Context: an optimization exercise on an open-source flow, tuned for small area. The choices shown serve that exercise and are no tape-out recipe. In this exercise RTL edits were held to simulation tests only and were not proved equivalent to the original. Power figures rest on the tool's default switching activity, not on a simulated workload.

==> flow/design.v (excerpt) <==
module GraphicDriver(clk, reset, VGA_HS, VGA_VS, VGA_R, VGA_G, VGA_B, VGA_SYNC_N, VGA_BLANK_N, KEY, enable, getAttack, blood1, blood2, magic, life, command);
==> flow/config.mk <==
export PLATFORM = sky130hd
export DESIGN_NAME = GraphicDriver
export DESIGN_NICKNAME = GraphicDriver
export VERILOG_FILES = /design/flow/design.v
export SDC_FILE = /design/flow/constraint.sdc
export NUM_CORES = 4
export LEC_CHECK = 0
export ABC_AREA = 1
export CAP_MARGIN = 20
export CORE_MARGIN = 2
export CORE_UTILIZATION = 50
export CTS_BUF_LIST = sky130_fd_sc_hd__clkbuf_8
export GPL_TIMING_DRIVEN = 0
export SETUP_SLACK_MARGIN = 0.2
export SLEW_MARGIN = 20
==> flow/constraint.sdc <==
create_clock -name core_clock -period 8.0 [get_ports {clk}]
set_input_delay 1.6000 -clock core_clock [delete_from_list [all_inputs] [get_ports {clk}]]
set_output_delay 1.6000 -clock core_clock [all_outputs]
set_load 0.01 [all_outputs]
standard.sh (not shown) runs the stock make flow with config.mk's settings and CLKGATE_MAP_FILE= SYNTH_SCRIPT=/design/flow/synth_recipe.tcl, a recipe that flattens the netlist after the stock synthesis.
==> flow/flow/run.sh <==
#!/bin/bash
# Own layout flow: the standard synthesis, then the combinational logic of its
# netlist is re-mapped for area (flip-flop cells and their names are kept),
# then the standard ORFS flow from floorplan on, with 1x port buffers.
# Every tool's output goes to a log file of its own in this folder.
set -euo pipefail
W=$PWD
R=$W/orfs/results/sky130hd/GraphicDriver/base
LIB=$FLOW_HOME/platforms/sky130hd/lib/sky130_fd_sc_hd__tt_025C_1v80.lib

# 1. standard synthesis
bash standard.sh synth > $W/log_1_standard_synth.log 2>&1
cp $R/1_2_yosys.v $W/std_1_2_yosys.v

# 2. re-map the combinational logic for area
DU=$(sed -n '/DONT_USE_CELLS += /,/^#/p' $FLOW_HOME/platforms/sky130hd/config.mk | grep -o 'sky130_fd_sc_hd__[a-z0-9_]*' | sed 's/^/-dont_use /' | tr '\n' ' ')
cp $W/flow/remap.abc $W/remap.abc
cat > $W/remap.ys <<EOS
read_liberty -ignore_miss_func $LIB
read_verilog $W/std_1_2_yosys.v
hierarchy -top GraphicDriver
setattr -mod -set keep_hierarchy 1 sky130_fd_sc_hd__dfxtp_1
flatten
opt_clean -purge
abc -D 8000 -script $W/remap.abc -liberty $LIB $DU
opt_clean -purge
hilomap -singleton -hicell sky130_fd_sc_hd__conb_1 HI -locell sky130_fd_sc_hd__conb_1 LO
insbuf -buf sky130_fd_sc_hd__buf_4 A X
opt_clean -purge
select GraphicDriver
write_verilog -noattr -noexpr -selected $W/remapped.v
EOS
yosys -s $W/remap.ys > $W/log_2_remap.log 2>&1
cp $W/remapped.v $R/1_2_yosys.v
rm -f $R/1_synth.odb $R/1_synth.sdc
bash standard.sh synth > $W/log_3_synth_odb.log 2>&1

# 3. floorplan to final layout
bash standard.sh BUFFER_PORTS_ARGS="-buffer_cell sky130_fd_sc_hd__buf_1" finish > $W/log_4_finish.log 2>&1
==> flow/flow/remap.abc <==
strash; balance; dch -f; map -D 4500; topo; buffer -c; upsize -c; dnsize -c
The first run finished with timing, DRC and antenna clean.
Change:
- CTS_BUF_LIST: sky130_fd_sc_hd__clkbuf_8 -> default
Cell area went up by 0.93%.
Clock power increases by 33%.
Wire length barely changes.
Change:
==> flow/flow/remap.abc (replaced) <==
strash; balance; dch -f; map -D 4500 -a; topo; buffer -c; upsize -c; dnsize -c
- CTS_BUF_LIST: default -> sky130_fd_sc_hd__clkbuf_8
Hold slack degrades by 9.0 ps.
Cell count increases by 0.63%.
Die area decreases by 0.69%.
Power decreases by 8.9%.
Global-route usage decreases by 0.51 points.
Sequential share of layout area increases by 0.24 points.
Synthesized area decreases by 0.71%.
Change:
==> flow/flow/remap.abc (replaced) <==
strash; balance; dch -f; map -D 4500; topo; buffer -c; upsize -c; dnsize -c
- CORE_UTILIZATION: 50 -> 55
- CTS_BUF_LIST: sky130_fd_sc_hd__clkbuf_8 -> default
- SETUP_SLACK_MARGIN: 0.2 -> 0.05
Die area went down by 8.2%.
Cell count went down by 2.3%.
Register-to-register slack degrades by 40 ps.
Global-route usage went up by 5.5 points.
Sequential cell count stays the same.
Utilization went up by 5.4 points.
Final area went up by 0.99%.
Worst setup slack degrades by 41 ps.
Clock skew hardly moves.

==> port drivers added, routing unchanged <==
The results above use ideal ports. As a check the final layouts listed here were re-extracted and re-timed, cells and wires unchanged. Step 1 sets driving cells, clkbuf_16 on the clock port and buf_2 on the other inputs (assumed; they add their load-dependent delay and slew). Step 2 moves the port delays by t, midway between the first and last clock arrival at a register: inputs arrive t later, outputs are due t later. That takes back most of the time a late clock gives input paths. Slacks: ideal / step 1 / step 2; pairs: ideal / step 1.
run	shift t [ns]	setup WS [ns]	clock arrival spread, ns
the first run	0.415	0.486 / 0.486 / 0.486	0.028 / 0.028
the second run	0.387	0.520 / 0.520 / 0.520	0.017 / 0.017
the third run	0.409	0.474 / 0.474 / 0.474	0.018 / 0.018
the fourth run	0.392	0.433 / 0.433 / 0.433	0.016 / 0.016
After both steps every run listed still meets setup and hold.
